This is an optimization exercise on Yosys and OpenROAD, whose aim is small area, not a production implementation.
No functional check of the RTL was part of this run.
No activity file was given, so power comes from the tool's default toggle rates.

==> config.mk <==
export PLATFORM = sky130hd
export DESIGN_NAME = Project10_Pong_Top
export DESIGN_NICKNAME = Project10_Pong_Top
export VERILOG_FILES = /design/flow/design.v
export SDC_FILE = /design/flow/constraint.sdc
export NUM_CORES = 4
export LEC_CHECK = 0
export CAP_MARGIN = 20
export CORE_MARGIN = 2
export CORE_UTILIZATION = 40
export SLEW_MARGIN = 20
==> constraint.sdc <==
create_clock -name core_clock -period 10.0 [get_ports {i_Clk}]
set_input_delay 2.0000 -clock core_clock [delete_from_list [all_inputs] [get_ports {i_Clk}]]
set_output_delay 2.0000 -clock core_clock [all_outputs]
set_load 0.01 [all_outputs]
==> run.sh <==
#!/bin/bash
# synth_recipe.tcl (not shown) runs the flow's synth.tcl, then flattens the netlist and writes it again
# the make line also repeats each setting of config.mk as NAME=value (left out here)
make -C /OpenROAD-flow-scripts/flow DESIGN_CONFIG=/design/flow/config.mk WORK_HOME=/design/flow/orfs CLKGATE_MAP_FILE= SYNTH_SCRIPT=/design/flow/synth_recipe.tcl finish
==> design.v <==
`timescale 1ns / 1ps
module UART_RX 
  #(parameter CLKS_PER_BIT=217)
  (
   input        i_Clock,
   input        i_Rst,
   input        i_Rx_Serial,
   output       o_Rx_DV,
   output [7:0] o_Rx_Byte
   );
  parameter s_IDLE         = 3'b000;
  parameter s_RX_START_BIT = 3'b001;
  parameter s_RX_DATA_BITS = 3'b010;
  parameter s_RX_STOP_BIT  = 3'b011;
  parameter s_CLEANUP      = 3'b100;
  reg           r_Rx_Data_R;
  reg           r_Rx_Data;
  reg [7:0]     r_Clock_Count;
  reg [2:0]     r_Bit_Index;  
  reg [7:0]     r_Rx_Byte;
  reg           r_Rx_DV;
  reg [2:0]     r_SM_Main;
  always @(posedge i_Clock)
    begin
      if (i_Rst)
        begin
          r_Rx_Data_R <= 1'b1;
          r_Rx_Data   <= 1'b1;
        end
      else
        begin
          r_Rx_Data_R <= i_Rx_Serial;
          r_Rx_Data   <= r_Rx_Data_R;
        end
    end
  always @(posedge i_Clock)
    begin
      if (i_Rst)
        begin
          r_Clock_Count <= 0;
          r_Bit_Index   <= 0;
          r_Rx_Byte     <= 0;
          r_Rx_DV       <= 1'b0;
          r_SM_Main     <= s_IDLE;
        end
      else
      case (r_SM_Main)
        s_IDLE :
          begin
            r_Rx_DV       <= 1'b0;
            r_Clock_Count <= 0;
            r_Bit_Index   <= 0;
            if (r_Rx_Data == 1'b0)           
              r_SM_Main <= s_RX_START_BIT;
            else
              r_SM_Main <= s_IDLE;
          end
        s_RX_START_BIT :
          begin
            if (r_Clock_Count == (CLKS_PER_BIT-1)/2)
              begin
                if (r_Rx_Data == 1'b0)
                  begin
                    r_Clock_Count <= 0;   
                    r_SM_Main     <= s_RX_DATA_BITS;
                  end
                else
                  r_SM_Main <= s_IDLE;
              end
            else
              begin
                r_Clock_Count <= r_Clock_Count + 1;
                r_SM_Main     <= s_RX_START_BIT;
              end
          end  
        s_RX_DATA_BITS :
          begin
            if (r_Clock_Count < CLKS_PER_BIT-1)
              begin
                r_Clock_Count <= r_Clock_Count + 1;
                r_SM_Main     <= s_RX_DATA_BITS;
              end
            else
              begin
                r_Clock_Count          <= 0;
                r_Rx_Byte[r_Bit_Index] <= r_Rx_Data;
                if (r_Bit_Index < 7)
                  begin
                    r_Bit_Index <= r_Bit_Index + 1;
                    r_SM_Main   <= s_RX_DATA_BITS;
                  end
                else
                  begin
                    r_Bit_Index <= 0;
                    r_SM_Main   <= s_RX_STOP_BIT;
                  end
              end
          end  
        s_RX_STOP_BIT :
          begin
            if (r_Clock_Count < CLKS_PER_BIT-1)
              begin
                r_Clock_Count <= r_Clock_Count + 1;
                r_SM_Main     <= s_RX_STOP_BIT;
              end
            else
              begin
                r_Rx_DV       <= 1'b1;
                r_Clock_Count <= 0;
                r_SM_Main     <= s_CLEANUP;
              end
          end  
        s_CLEANUP :
          begin
            r_SM_Main <= s_IDLE;
            r_Rx_DV   <= 1'b0;
          end
        default :
          r_SM_Main <= s_IDLE;
      endcase
    end   
  assign o_Rx_DV   = r_Rx_DV;
  assign o_Rx_Byte = r_Rx_Byte;
endmodule
`timescale 1ns / 1ps
module VGA_Sync_Pulses
    #(parameter TOTAL_COLS = 800,
    parameter TOTAL_ROWS = 525,
    parameter ACTIVE_COLS = 640,
    parameter ACTIVE_ROWS = 480)
    (input i_Clk,
    input i_Rst,
    output o_HSync,
    output o_VSync,
    output reg [9:0] o_Col_Count,
    output reg [9:0] o_Row_Count
    );
    always @(posedge i_Clk)
    begin
        if (i_Rst)
        begin
            o_Col_Count <= 0;
            o_Row_Count <= 0;
        end
        else
        begin
        o_Col_Count <= 0;
        if (o_Col_Count == TOTAL_COLS-1)
        begin
            o_Col_Count <= 0;
            if (o_Row_Count == TOTAL_ROWS-1)
                o_Row_Count <= 0;
            else
                o_Row_Count <= o_Row_Count+1;
        end
        else
            o_Col_Count <= o_Col_Count+1;
        end
    end
    assign o_HSync = o_Col_Count < ACTIVE_COLS-1 ? 1'b1: 1'b0;
    assign o_VSync = o_Row_Count < ACTIVE_ROWS-1 ? 1'b1: 1'b0;
endmodule
`timescale 1ns / 1ps
module Debounce_Switch(input clk, rst, pb_1, output pb_out);
wire slow_clk_en;
wire Q1,Q2,Q2_bar,Q0;
clock_enable u1(clk,rst,slow_clk_en);
my_dff_en d0(clk,rst,slow_clk_en,pb_1,Q0);
my_dff_en d1(clk,rst,slow_clk_en,Q0,Q1);
my_dff_en d2(clk,rst,slow_clk_en,Q1,Q2);
assign Q2_bar = ~Q2;
assign pb_out = Q1 & Q2_bar;
endmodule
module clock_enable(input Clk_100M,input rst,output slow_clk_en);
    reg [26:0]counter;
    always @(posedge Clk_100M)
    begin
       if (rst)
           counter <= 0;
       else
           counter <= (counter>=24999)?0:counter+1;
    end
    assign slow_clk_en = (counter == 24999)?1'b1:1'b0;
endmodule
module my_dff_en(input DFF_CLOCK, rst, clock_enable,D, output reg Q);
    always @ (posedge DFF_CLOCK) begin
  if(rst)
           Q <= 1'b0;
  else if(clock_enable==1) 
           Q <= D;
    end
endmodule
`timescale 1ns / 1ps
module Sync_To_Count #(
                        parameter TOTAL_COLS = 800,
                        parameter TOTAL_ROWS = 525
                    )
                    (
                        input i_Clk,
                        input i_Rst,
                        input i_HSync,
                        input i_VSync,
                        output reg o_HSync,
                        output reg o_VSync,
                        output reg [9:0] o_Col_Count,
                        output reg [9:0] o_Row_Count
                    );
    wire w_Frame_Start;
    always @(posedge i_Clk)
    begin
        if (i_Rst)
        begin
            o_VSync <= 1'b0;
            o_HSync <= 1'b0;
        end
        else
        begin
            o_VSync <= i_VSync;
            o_HSync <= i_HSync;
        end
    end
    always @(posedge i_Clk)
    begin
        if (i_Rst == 1'b1 || w_Frame_Start == 1'b1)
        begin
            o_Col_Count <= 0;
            o_Row_Count <= 0;
        end
        else
        begin
            if(o_Col_Count == TOTAL_COLS-1)
            begin
                if (o_Row_Count == TOTAL_ROWS-1)
                begin
                    o_Row_Count <= 0;
                end
                else
                begin
                    o_Row_Count <= o_Row_Count+1;
                end
                o_Col_Count <= 0;
            end
            else
            begin
                o_Col_Count <= o_Col_Count+1;
            end
        end
    end
    assign w_Frame_Start = (~o_VSync & i_VSync);
endmodule
`timescale 1ns / 1ps
module Pong_Paddle_Ctrl
  #(parameter c_PLAYER_PADDLE_X=0,
    parameter c_PADDLE_HEIGHT=6,
    parameter c_GAME_HEIGHT=30)
  (input            i_Clk,
   input            i_Rst,
   input [5:0]      i_Col_Count_Div,
   input [5:0]      i_Row_Count_Div,
   input            i_Paddle_Up,
   input            i_Paddle_Dn,
   output reg       o_Draw_Paddle,
   output reg [5:0] o_Paddle_Y);
  parameter c_PADDLE_SPEED = 125000;
  reg [31:0] r_Paddle_Count;
  wire w_Paddle_Count_En;
  assign w_Paddle_Count_En = i_Paddle_Up ^ i_Paddle_Dn;
  always @(posedge i_Clk)
  begin
    if (i_Rst == 1'b1)
    begin
      r_Paddle_Count <= 0;
      o_Paddle_Y     <= 0;
    end
    else
    begin
    if (w_Paddle_Count_En == 1'b1)
    begin
      if (r_Paddle_Count == c_PADDLE_SPEED)
        r_Paddle_Count <= 0;
      else
        r_Paddle_Count <= r_Paddle_Count + 1;
    end
    if (i_Paddle_Up == 1'b1 && r_Paddle_Count == c_PADDLE_SPEED &&
        o_Paddle_Y !== 0)
      o_Paddle_Y <= o_Paddle_Y - 1;
    else if (i_Paddle_Dn == 1'b1 && r_Paddle_Count == c_PADDLE_SPEED &&
             o_Paddle_Y !== c_GAME_HEIGHT-c_PADDLE_HEIGHT-1)
      o_Paddle_Y <= o_Paddle_Y + 1;
    end
    end
    always @(posedge i_Clk) begin
      if (i_Rst == 1'b1)
      o_Draw_Paddle <= 1'b0;
    else if (i_Col_Count_Div == c_PLAYER_PADDLE_X && i_Row_Count_Div >= o_Paddle_Y &&
        i_Row_Count_Div <= o_Paddle_Y + c_PADDLE_HEIGHT)
      o_Draw_Paddle <= 1'b1;
    else
      o_Draw_Paddle <= 1'b0;
  end
endmodule
`timescale 1ns / 1ps
module Pong_Ball_Ctrl 
  #(parameter c_GAME_WIDTH=40, 
    parameter c_GAME_HEIGHT=30) 
  (input            i_Clk,
   input            i_Rst,
   input            i_Game_Active,
   input [5:0]      i_Col_Count_Div,
   input [5:0]      i_Row_Count_Div,
   output reg       o_Draw_Ball,
   output reg [5:0] o_Ball_X,
   output reg [5:0] o_Ball_Y);
  parameter c_BALL_SPEED = 125000;
  reg [5:0]  r_Ball_X_Prev;
  reg [5:0]  r_Ball_Y_Prev;    
  reg [31:0] r_Ball_Count;
  always @(posedge i_Clk)
  begin
    if (i_Rst == 1'b1)
    begin
      o_Ball_X      <= 0;
      o_Ball_Y      <= 0;
      r_Ball_X_Prev <= 0;
      r_Ball_Y_Prev <= 0;
      r_Ball_Count  <= 0;
    end
    else if (i_Game_Active == 1'b0)
    begin
      o_Ball_X      <= c_GAME_WIDTH/2;
      o_Ball_Y      <= c_GAME_HEIGHT/2;
      r_Ball_X_Prev <= c_GAME_WIDTH/2 + 1;
      r_Ball_Y_Prev <= c_GAME_HEIGHT/2 - 1;
    end
    else
    begin
      if (r_Ball_Count < c_BALL_SPEED)
        r_Ball_Count <= r_Ball_Count + 1;
      else
      begin
        r_Ball_Count <= 0;
        r_Ball_X_Prev <= o_Ball_X;
        r_Ball_Y_Prev <= o_Ball_Y;
        if ((r_Ball_X_Prev < o_Ball_X && o_Ball_X == c_GAME_WIDTH-1) || (r_Ball_X_Prev > o_Ball_X && o_Ball_X != 0))
          o_Ball_X <= o_Ball_X - 1;
        else
          o_Ball_X <= o_Ball_X + 1;
        if ((r_Ball_Y_Prev < o_Ball_Y && o_Ball_Y == c_GAME_HEIGHT-1) || (r_Ball_Y_Prev > o_Ball_Y && o_Ball_Y != 0))
          o_Ball_Y <= o_Ball_Y - 1;
        else
          o_Ball_Y <= o_Ball_Y + 1;
      end
    end
  end  
  always @(posedge i_Clk)
  begin
    if (i_Rst == 1'b1)
      o_Draw_Ball <= 1'b0;
    else if (i_Col_Count_Div == o_Ball_X && i_Row_Count_Div == o_Ball_Y)
      o_Draw_Ball <= 1'b1;
    else
      o_Draw_Ball <= 1'b0;
  end
endmodule
`timescale 1ns / 1ps
module Pong_Top
  #(parameter c_TOTAL_COLS=800,
    parameter c_TOTAL_ROWS=525,
    parameter c_ACTIVE_COLS=640,
    parameter c_ACTIVE_ROWS=480)
  (input            i_Clk,
   input            i_Rst,
   input            i_HSync,
   input            i_VSync,
   input            i_Game_Start,
   input            i_Paddle_Up_P1,
   input            i_Paddle_Dn_P1,
   input            i_Paddle_Up_P2,
   input            i_Paddle_Dn_P2,
   output reg       o_HSync,
   output reg       o_VSync,
   output [3:0] o_Red_Video,
   output [3:0] o_Grn_Video,
   output [3:0] o_Blu_Video);
  parameter c_GAME_WIDTH  = 40;
  parameter c_GAME_HEIGHT = 30;
  parameter c_SCORE_LIMIT = 9;
  parameter c_PADDLE_HEIGHT = 6;
  parameter c_PADDLE_COL_P1 = 0;   
  parameter c_PADDLE_COL_P2 = c_GAME_WIDTH-1;  
  parameter IDLE    = 3'b000;
  parameter RUNNING = 3'b001;
  parameter P1_WINS = 3'b010;
  parameter P2_WINS = 3'b011;
  parameter CLEANUP = 3'b100;
  reg [2:0] r_SM_Main;
  wire       w_HSync, w_VSync;
  wire [9:0] w_Col_Count, w_Row_Count;
  wire       w_Draw_Paddle_P1, w_Draw_Paddle_P2;
  wire [5:0] w_Paddle_Y_P1, w_Paddle_Y_P2;
  wire       w_Draw_Ball, w_Draw_Any;
  wire       w_Game_Active;
  wire [5:0] w_Ball_X, w_Ball_Y;
  reg [3:0] r_P1_Score;
  reg [3:0] r_P2_Score;
  wire [5:0] w_Col_Count_Div, w_Row_Count_Div;
  Sync_To_Count #(.TOTAL_COLS(c_TOTAL_COLS),
                  .TOTAL_ROWS(c_TOTAL_ROWS)) Sync_To_Count_Inst
    (.i_Clk(i_Clk),
     .i_Rst(i_Rst),
     .i_HSync(i_HSync),
     .i_VSync(i_VSync),
     .o_HSync(w_HSync),
     .o_VSync(w_VSync),
     .o_Col_Count(w_Col_Count),
     .o_Row_Count(w_Row_Count));
  always @(posedge i_Clk)
  begin
    if (i_Rst == 1'b1)
    begin
      o_HSync <= 1'b0;
      o_VSync <= 1'b0;
    end
    else
    begin
      o_HSync <= w_HSync;
      o_VSync <= w_VSync;
    end
  end
  assign w_Col_Count_Div = w_Col_Count[9:4];
  assign w_Row_Count_Div = w_Row_Count[9:4];
  Pong_Paddle_Ctrl #(.c_PLAYER_PADDLE_X(c_PADDLE_COL_P1),
                     .c_GAME_HEIGHT(c_GAME_HEIGHT)) P1_Inst
    (.i_Clk(i_Clk),
     .i_Rst(i_Rst),
     .i_Col_Count_Div(w_Col_Count_Div),
     .i_Row_Count_Div(w_Row_Count_Div),
     .i_Paddle_Up(i_Paddle_Up_P1),
     .i_Paddle_Dn(i_Paddle_Dn_P1),
     .o_Draw_Paddle(w_Draw_Paddle_P1),
     .o_Paddle_Y(w_Paddle_Y_P1));
  Pong_Paddle_Ctrl #(.c_PLAYER_PADDLE_X(c_PADDLE_COL_P2),
                     .c_GAME_HEIGHT(c_GAME_HEIGHT)) P2_Inst
    (.i_Clk(i_Clk),
     .i_Rst(i_Rst),
     .i_Col_Count_Div(w_Col_Count_Div),
     .i_Row_Count_Div(w_Row_Count_Div),
     .i_Paddle_Up(i_Paddle_Up_P2),
     .i_Paddle_Dn(i_Paddle_Dn_P2),
     .o_Draw_Paddle(w_Draw_Paddle_P2),
     .o_Paddle_Y(w_Paddle_Y_P2));
  Pong_Ball_Ctrl Pong_Ball_Ctrl_Inst
    (.i_Clk(i_Clk),
     .i_Rst(i_Rst),
     .i_Game_Active(w_Game_Active),
     .i_Col_Count_Div(w_Col_Count_Div),
     .i_Row_Count_Div(w_Row_Count_Div),
     .o_Draw_Ball(w_Draw_Ball),
     .o_Ball_X(w_Ball_X),
     .o_Ball_Y(w_Ball_Y));
  always @(posedge i_Clk)
  begin
    if (i_Rst == 1'b1)
    begin
      r_SM_Main  <= IDLE;
      r_P1_Score <= 0;
      r_P2_Score <= 0;
    end
    else
    case (r_SM_Main)
    IDLE :
    begin
      if (i_Game_Start == 1'b1)
        r_SM_Main <= RUNNING;
    end
    RUNNING :
    begin
      if (w_Ball_X == 0 && 
          (w_Ball_Y < w_Paddle_Y_P1 || w_Ball_Y > w_Paddle_Y_P1 + c_PADDLE_HEIGHT))
        r_SM_Main <= P2_WINS;
      else if (w_Ball_X == c_GAME_WIDTH-1 && 
               (w_Ball_Y < w_Paddle_Y_P2 || w_Ball_Y > w_Paddle_Y_P2  + c_PADDLE_HEIGHT))
        r_SM_Main <= P1_WINS;
    end
    P1_WINS :
    begin
      if (r_P1_Score == c_SCORE_LIMIT-1)
        r_P1_Score <= 0;
      else
      begin
        r_P1_Score <= r_P1_Score + 1;
        r_SM_Main <= CLEANUP;
      end
    end
    P2_WINS :
    begin
      if (r_P2_Score == c_SCORE_LIMIT-1)
        r_P2_Score <= 0;
      else
      begin
        r_P2_Score <= r_P2_Score + 1;
        r_SM_Main <= CLEANUP;
      end
    end
    CLEANUP :
      r_SM_Main <= IDLE;
    endcase
  end
  assign w_Game_Active = (r_SM_Main == RUNNING) ? 1'b1 : 1'b0;
  assign w_Draw_Any = w_Draw_Ball | w_Draw_Paddle_P1 | w_Draw_Paddle_P2;
  assign o_Red_Video = w_Draw_Any ? 4'b1111 : 4'b0000;
  assign o_Grn_Video = w_Draw_Any ? 4'b1111 : 4'b0000;
  assign o_Blu_Video = w_Draw_Any ? 4'b1111 : 4'b0000;
endmodule
`timescale 1ns / 1ps
module VGA_Sync_Porch #(parameter VIDEO_WIDTH = 3,   
                        parameter TOTAL_COLS  = 3,   
                        parameter TOTAL_ROWS  = 3,   
                        parameter ACTIVE_COLS = 2,
                        parameter ACTIVE_ROWS = 2)
  (input i_Clk,
   input i_Rst,
   input i_HSync,
   input i_VSync,
   input [VIDEO_WIDTH-1:0] i_Red_Video,
   input [VIDEO_WIDTH-1:0] i_Grn_Video,
   input [VIDEO_WIDTH-1:0] i_Blu_Video,
   output reg o_HSync,
   output reg o_VSync,
   output reg [VIDEO_WIDTH-1:0] o_Red_Video,
   output reg [VIDEO_WIDTH-1:0] o_Grn_Video,
   output reg [VIDEO_WIDTH-1:0] o_Blu_Video
   );
  parameter c_FRONT_PORCH_HORZ = 18;
  parameter c_BACK_PORCH_HORZ  = 50;
  parameter c_FRONT_PORCH_VERT = 10;
  parameter c_BACK_PORCH_VERT  = 33;
  wire w_HSync;
  wire w_VSync;
  wire [9:0] w_Col_Count;
  wire [9:0] w_Row_Count;
  reg [VIDEO_WIDTH-1:0] r_Red_Video;
  reg [VIDEO_WIDTH-1:0] r_Grn_Video;
  reg [VIDEO_WIDTH-1:0] r_Blu_Video;
  Sync_To_Count #(.TOTAL_COLS(TOTAL_COLS),
                  .TOTAL_ROWS(TOTAL_ROWS)) UUT 
  (.i_Clk      (i_Clk),
   .i_Rst      (i_Rst),
   .i_HSync    (i_HSync),
   .i_VSync    (i_VSync),
   .o_HSync    (w_HSync),
   .o_VSync    (w_VSync),
   .o_Col_Count(w_Col_Count),
   .o_Row_Count(w_Row_Count)
  );
  always @(posedge i_Clk)
  begin
    if (i_Rst)
    begin
      o_HSync <= 1'b0;
      o_VSync <= 1'b0;
    end
    else
    begin
    if ((w_Col_Count < c_FRONT_PORCH_HORZ + ACTIVE_COLS) || 
        (w_Col_Count > TOTAL_COLS - c_BACK_PORCH_HORZ - 1))
      o_HSync <= 1'b1;
    else
      o_HSync <= w_HSync;
    if ((w_Row_Count < c_FRONT_PORCH_VERT + ACTIVE_ROWS) ||
        (w_Row_Count > TOTAL_ROWS - c_BACK_PORCH_VERT - 1))
      o_VSync <= 1'b1;
    else
      o_VSync <= w_VSync;
    end
  end
  always @(posedge i_Clk)
  begin
    if (i_Rst)
    begin
      r_Red_Video <= 0;
      r_Grn_Video <= 0;
      r_Blu_Video <= 0;
      o_Red_Video <= 0;
      o_Grn_Video <= 0;
      o_Blu_Video <= 0;
    end
    else
    begin
    r_Red_Video <= i_Red_Video;
    r_Grn_Video <= i_Grn_Video;
    r_Blu_Video <= i_Blu_Video;
    o_Red_Video <= r_Red_Video;
    o_Grn_Video <= r_Grn_Video;
    o_Blu_Video <= r_Blu_Video;
    end
  end
endmodule
`timescale 1ns / 1ps
module Project10_Pong_Top
  (input  i_Clk,        
   input  i_Rst,        
   input  i_UART_RX,  
   input  i_Switch_1,
   input  i_Switch_2,
   input  i_Switch_3,
   input  i_Switch_4,
   output o_VGA_HSync,
   output o_VGA_VSync,
   output o_VGA_Red_0,
   output o_VGA_Red_1,
   output o_VGA_Red_2,
   output o_VGA_Grn_0,
   output o_VGA_Grn_1,
   output o_VGA_Grn_2,
   output o_VGA_Blu_0,
   output o_VGA_Blu_1,
   output o_VGA_Blu_2   
   );
  parameter c_VIDEO_WIDTH = 3;
  parameter c_TOTAL_COLS  = 800;
  parameter c_TOTAL_ROWS  = 525;
  parameter c_ACTIVE_COLS = 640;
  parameter c_ACTIVE_ROWS = 480;
  wire [c_VIDEO_WIDTH-1:0] w_Red_Video_Pong, w_Red_Video_Porch;
  wire [c_VIDEO_WIDTH-1:0] w_Grn_Video_Pong, w_Grn_Video_Porch;
  wire [c_VIDEO_WIDTH-1:0] w_Blu_Video_Pong, w_Blu_Video_Porch;
  wire w_RX_DV, w_HSync_VGA, w_VSync_VGA, w_HSync_Pong, w_VSync_Pong;
  wire w_Switch_1, w_Switch_2, w_Switch_3, w_Switch_4;
  UART_RX #(.CLKS_PER_BIT(217)) UART_RX_Inst
  (.i_Clock(i_Clk),
   .i_Rst(i_Rst),
   .i_Rx_Serial(i_UART_RX),
   .o_Rx_DV(w_RX_DV),
   .o_Rx_Byte());
  VGA_Sync_Pulses #(.TOTAL_COLS(c_TOTAL_COLS),
                    .TOTAL_ROWS(c_TOTAL_ROWS),
                    .ACTIVE_COLS(c_ACTIVE_COLS),
                    .ACTIVE_ROWS(c_ACTIVE_ROWS)) VGA_Sync_Pulses_Inst 
  (.i_Clk(i_Clk),
   .i_Rst(i_Rst),
   .o_HSync(w_HSync_VGA),
   .o_VSync(w_VSync_VGA),
   .o_Col_Count(),
   .o_Row_Count()
  );
  Debounce_Switch Switch_1
    (.clk(i_Clk),
     .rst(i_Rst),
     .pb_1(i_Switch_1),
     .pb_out(w_Switch_1));
  Debounce_Switch Switch_2
    (.clk(i_Clk),
     .rst(i_Rst),
     .pb_1(i_Switch_2),
     .pb_out(w_Switch_2));
  Debounce_Switch Switch_3
    (.clk(i_Clk),
     .rst(i_Rst),
     .pb_1(i_Switch_3),
     .pb_out(w_Switch_3));
  Debounce_Switch Switch_4
    (.clk(i_Clk),
     .rst(i_Rst),
     .pb_1(i_Switch_4),
     .pb_out(w_Switch_4));
  Pong_Top #(.c_TOTAL_COLS(c_TOTAL_COLS),
             .c_TOTAL_ROWS(c_TOTAL_ROWS),
             .c_ACTIVE_COLS(c_ACTIVE_COLS),
             .c_ACTIVE_ROWS(c_ACTIVE_ROWS)) Pong_Inst
  (.i_Clk(i_Clk),
   .i_Rst(i_Rst),
   .i_HSync(w_HSync_VGA),
   .i_VSync(w_VSync_VGA),
   .i_Game_Start(w_RX_DV),
   .i_Paddle_Up_P1(w_Switch_1),
   .i_Paddle_Dn_P1(w_Switch_2),
   .i_Paddle_Up_P2(w_Switch_3),
   .i_Paddle_Dn_P2(w_Switch_4),
   .o_HSync(w_HSync_Pong),
   .o_VSync(w_VSync_Pong),
   .o_Red_Video(w_Red_Video_Pong),
   .o_Grn_Video(w_Grn_Video_Pong),
   .o_Blu_Video(w_Blu_Video_Pong));
  VGA_Sync_Porch  #(.VIDEO_WIDTH(c_VIDEO_WIDTH),
                    .TOTAL_COLS(c_TOTAL_COLS),
                    .TOTAL_ROWS(c_TOTAL_ROWS),
                    .ACTIVE_COLS(c_ACTIVE_COLS),
                    .ACTIVE_ROWS(c_ACTIVE_ROWS))
  VGA_Sync_Porch_Inst
   (.i_Clk(i_Clk),
    .i_Rst(i_Rst),
    .i_HSync(w_HSync_Pong),
    .i_VSync(w_VSync_Pong),
    .i_Red_Video(w_Red_Video_Pong),
    .i_Grn_Video(w_Grn_Video_Pong),
    .i_Blu_Video(w_Blu_Video_Pong),
    .o_HSync(o_VGA_HSync),
    .o_VSync(o_VGA_VSync),
    .o_Red_Video(w_Red_Video_Porch),
    .o_Grn_Video(w_Grn_Video_Porch),
    .o_Blu_Video(w_Blu_Video_Porch));
  assign o_VGA_Red_0 = w_Red_Video_Porch[0];
  assign o_VGA_Red_1 = w_Red_Video_Porch[1];
  assign o_VGA_Red_2 = w_Red_Video_Porch[2];
  assign o_VGA_Grn_0 = w_Grn_Video_Porch[0];
  assign o_VGA_Grn_1 = w_Grn_Video_Porch[1];
  assign o_VGA_Grn_2 = w_Grn_Video_Porch[2];
  assign o_VGA_Blu_0 = w_Blu_Video_Porch[0];
  assign o_VGA_Blu_1 = w_Blu_Video_Porch[1];
  assign o_VGA_Blu_2 = w_Blu_Video_Porch[2];
endmodule
==> results.sh <==
export IMPL_endpoint_kind="flip-flop"
export IMPL_routed_via_count=12393
export IMPL_final_antenna_net_count=0
export IMPL_ioPinCount=18
export IMPL_path_clk_slew_ns=0.06
export IMPL_drtIter0Drc=561
export IMPL_place_area_mm2=0.01736
export IMPL_die_w_um=207.6
export IMPL_hpwl_um=21240
export IMPL_fp_coreArea_mm2=0.04092
export IMPL_tightest_slew_ns=1.069
export IMPL_rsz0062_at_grt="false"
export IMPL_start_kind="flip-flop"
export IMPL_grt_max_degree=76
export IMPL_clkLatencyLatePin_ns=0.54
export IMPL_ctsHtreeMaxLevel=2
export IMPL_finalCriticalPeriod_ns=3.675
export IMPL_crit_path_frequent_cell="a21o_1"
export IMPL_worstSetupPathType="flip-flop to flip-flop"
export IMPL_cts_sinks=353
export IMPL_critPathMaxFanout=11
export IMPL_slew_headroom_pct=28.15
export IMPL_wl_um=31100
export IMPL_yosys_warnings=13
export IMPL_cts_setup_buffers=0
export IMPL_synth_seq_cells=353
export IMPL_die_area_mm2=0.04311
export IMPL_cts_tree="yes"
export IMPL_place_gp_congestion=0.7861
export IMPL_worst_ep_required_time_ns=10.43
export IMPL_final_util_pct=45.58
export IMPL_grt_pass1_vias=11880
export IMPL_peakVddDrop_mv=0.1169
export IMPL_crit_family="compound AO/OA/AOI/OAI gates"
export IMPL_finalPower_mw=3.150
export IMPL_regArea_mm2=0.007067
export IMPL_ys_types=78
export IMPL_drt_pass1_iter_count=7
export IMPL_holdCritPathClass="flip-flop to flip-flop"
export IMPL_r2r_cells=13
export IMPL_wl_per_cell_um=12.45
export IMPL_finalNetCount=2045
export IMPL_drv_slew=0
export IMPL_crit_cells=13
export IMPL_ys_seq_area_share_pct=42.61
export IMPL_status="timing/DRC/antenna clean"
export IMPL_setup_viol_count_final=0
export IMPL_grt_pass1_wl_um=54750
export IMPL_critPathBufInv=1
export IMPL_critPathMaxStageDelay_ns=0.66
export IMPL_crit_arrival_ns=4.10
export IMPL_initial_core_util_pct=40.53
export IMPL_numCtsBuffers=38
export IMPL_synth_edff_count=0
export IMPL_io_buffers=17
export IMPL_timing_max_cap_violations=0
export IMPL_tns_ns=0
export IMPL_cts_resized=0
export IMPL_nFillCells=3999
export IMPL_worstPathCellList="inv_1 -> ha_1 -> a21o_1 -> a21o_1 -> a221oi_1 -> mux2_2 -> ha_1 -> a21o_1 -> a21oi_1 -> o21ai_0 -> xor2_1 -> a211oi_1 -> a31o_2"
export IMPL_synth_async_sr_flop_share_pct=0
export IMPL_cts_buffer_depth=3
export IMPL_syn2layout_area_growth_pct=12.47
export IMPL_fin_area_mm2=0.01865
export IMPL_die_h_um=207.6
export IMPL_syn_inst=1888
export IMPL_synth_flop_cell="dfxtp_1"
export IMPL_syn_area_mm2=0.01659
export IMPL_powerDensity_mw_per_mm2=168.8
export IMPL_root_buffer="clkbuf_16"
export IMPL_cts_hold_buf=0
export IMPL_drive_above_1_share_pct=5.038
export IMPL_power_leakage_nw=7.031
export IMPL_num_rows=74
export IMPL_timing_final_crit_share_pct=36.75
export IMPL_insertedDiodeCount=0
export IMPL_grt_ovfl_total=0
export IMPL_viasPerCell=4.963
export IMPL_antenna_found_initial=0
export IMPL_final_hold_viol_count=0
export IMPL_grt_usage_pct=14.57
export IMPL_finClkSkew_ns=0.02231
export IMPL_drc=0
export IMPL_worstHoldPathCells=1
export IMPL_avgSynthCellArea_um2=8.785
export IMPL_fmax_mhz=272.1
export IMPL_crit_slowest_cell="dfxtp_1"
export IMPL_multi_input_comb_area_mm2=0.009158
==> synthesized netlist by cell type, types with 3 or more instances <==
cell type | count | area [µm²]
a211o_1 | 5 | 43.79
a211oi_1 | 7 | 52.55
a21o_1 | 26 | 195.2
a21oi_1 | 78 | 390.4
a31o_2 | 3 | 26.28
a31oi_1 | 15 | 93.84
a41oi_1 | 4 | 35.03
and2_1 | 15 | 93.84
and3_1 | 25 | 156.4
and4_1 | 19 | 166.4
buf_1 | 8 | 30.03
buf_4 | 8 | 60.06
clkbuf_1 | 42 | 157.7
dfxtp_1 | 353 | 7067
fa_1 | 4 | 80.08
ha_1 | 99 | 1239
inv_1 | 78 | 292.8
mux2_2 | 3 | 33.78
mux2i_1 | 33 | 330.3
nand2_1 | 128 | 480.5
nand2b_1 | 9 | 56.30
nand3_1 | 89 | 445.4
nand3b_1 | 3 | 22.52
nand4_1 | 51 | 319.1
nor2_1 | 343 | 1287
nor2b_1 | 18 | 112.6
nor3_1 | 40 | 200.2
nor4_1 | 34 | 212.7
nor4b_1 | 8 | 70.07
o2111ai_1 | 3 | 26.28
o211ai_1 | 4 | 30.03
o21a_1 | 3 | 22.52
o21ai_0 | 33 | 165.2
o21bai_1 | 5 | 37.54
o311ai_0 | 3 | 26.28
o31ai_1 | 5 | 37.54
or2_2 | 5 | 31.28
or3_1 | 15 | 93.84
or4_1 | 3 | 22.52
xnor2_1 | 86 | 753.2
xor2_1 | 123 | 1077
==> cell families after synthesis <==
family / synth area share [%]
xor gates and xnor gates: 11.23
and+or+nand+nor: 24.25
adders and majority gates: 8.012
AOI/OAI and AO/OA: 8.336
muxes: 2.195
buffers and inverters: 3.349
DFF: 42.61
other: 0.02261
==> worst reg2reg max path, cell delays in order (launching register included) <==
cell      delay, ns
dfxtp_1        0.66
inv_1          0.10
ha_1           0.32
a21o_1         0.16
a21o_1         0.17
a221oi_1       0.32
mux2_2         0.46
ha_1           0.31
a21o_1         0.17
a21oi_1        0.22
o21ai_0        0.15
xor2_1         0.20
a211oi_1       0.10
a31o_2         0.23
==> power by group <==
part	switching, mW	internal (mW)
Sequential	0.0363	1.44
Combinational	0.143	0.113
Clock	0.564	0.854
Total	0.743	2.41
==> stage by stage <==
| stage | worst slack (ns) | hold slack [ns] | std cells |
|---|---|---|---|
| finish | 6.325 | 0.4108 | 2497 |
| global route | 5.976 | 0.4380 | 2497 |
| CTS | 6.302 | 0.4145 | 2497 |
| detailed placement | 5.728 | 0.3963 | 2427 |
| global placement | 5.756 | 0.4025 | 2427 |
| floorplan | 6.764 | 0.3895 | 1935 |
==> path summary, 6_finish.rpt <==
check	start	end	slack [ns]
hold reg to reg	UART_RX_Inst.r_Rx_Data_R$_SDFF_PP1_	UART_RX_Inst.r_Rx_Data$_SDFF_PP1_	0.41
hold / removal	UART_RX_Inst.r_Rx_Data_R$_SDFF_PP1_	UART_RX_Inst.r_Rx_Data$_SDFF_PP1_	0.41
setup reg to reg	Pong_Inst.Pong_Ball_Ctrl_Inst.o_Ball_Y[3]$_SDFFE_PP0P_	Pong_Inst.Pong_Ball_Ctrl_Inst.o_Ball_Y[5]$_SDFFE_PP0N_	6.33
setup / recovery	Pong_Inst.Pong_Ball_Ctrl_Inst.o_Ball_Y[3]$_SDFFE_PP0P_	Pong_Inst.Pong_Ball_Ctrl_Inst.o_Ball_Y[5]$_SDFFE_PP0N_	6.33
==> metal layers <==
layer | GRT usage [%] | vias to the layer above | routed length (µm)
met2 | 23.97 | 103 | 13920
met4 | 3.962 | 0 | 518
met1 | 19.77 | 5717 | 15840
met5 | 0 | - | 0
met3 | 2.436 | 38 | 816
li1 | - | 6535 | -
==> state kept, by name, summed over array words and instances, names as in the netlist, 8 cells and up <==
name                                        count
Pong_Inst.P1_Inst.r_Paddle_Count               32
Pong_Inst.P2_Inst.r_Paddle_Count               32
Pong_Inst.Pong_Ball_Ctrl_Inst.r_Ball_Count     32
Pong_Inst.Sync_To_Count_Inst.o_Col_Count       10
Pong_Inst.Sync_To_Count_Inst.o_Row_Count       10
Switch_1.u1.counter                            27
Switch_2.u1.counter                            27
Switch_3.u1.counter                            27
Switch_4.u1.counter                            27
UART_RX_Inst.r_Clock_Count                      8
VGA_Sync_Porch_Inst.UUT.o_Col_Count            10
VGA_Sync_Porch_Inst.UUT.o_Row_Count            10
VGA_Sync_Pulses_Inst.o_Col_Count               10
VGA_Sync_Pulses_Inst.o_Row_Count               10
==> final cells by class <==
| type | instances | area share [%] |
|---|---|---|
| inverters | 78 | 1.570 |
| flip-flops and latches | 353 | 37.88 |
| clock inverters | 17 | 1.120 |
| clock buffers | 53 | 5.721 |
| well taps | 532 | 3.568 |
| repair buffers | 21 | 1.046 |
| multi-input cells | 1443 | 49.09 |
==> placed cells by master, fill, tap and decap left out, types with 6 or more instances in the layout <==
cell type	n
nor4b_1	8
nor2b_1	18
clkbuf_16	38
mux2i_1	33
nand3_1	89
nand2b_1	9
a211oi_1	7
nor2_1	343
nor3_1	40
and4_1	19
nand2_1	126
xnor2_1	86
conb_1	48
a31oi_1	15
or3_1	15
inv_1	78
clkbuf_1	9
ha_1	99
a21o_1	26
clkbuf_8	6
and2_1	15
clkinv_2	8
a21oi_1	78
nand4_1	51
nor4_1	34
o21ai_0	33
clkdlybuf4s50_1	16
and3_1	25
xor2_1	123
dfxtp_1	353

afterwards: timing with drivers on the ports:
In the flow no input, the clock included, has a driving cell. The finished layout below was timed again as built, in two steps.
Step 1, drivers: a clkbuf_16 drives i_Clk and a buf_2 each remaining input, both assumed.
Step 2 also shifts input and output timing later by t, the mid clock arrival at the registers, as if the neighbouring blocks saw the same clock.
Three values: ideal, step 1, step 2; two values: the first two.
shift t [ns]: 0.583
setup WS [ns]: 6.325 / 6.325 / 5.840
hold slack, ns: 0.411 / 0.411 / 0.411
worst setup path after step 2: input to register
After both steps this run still meets setup and hold. The setup slack of this run moves by 0.000 ns with the drivers and by -0.485 ns with both steps.
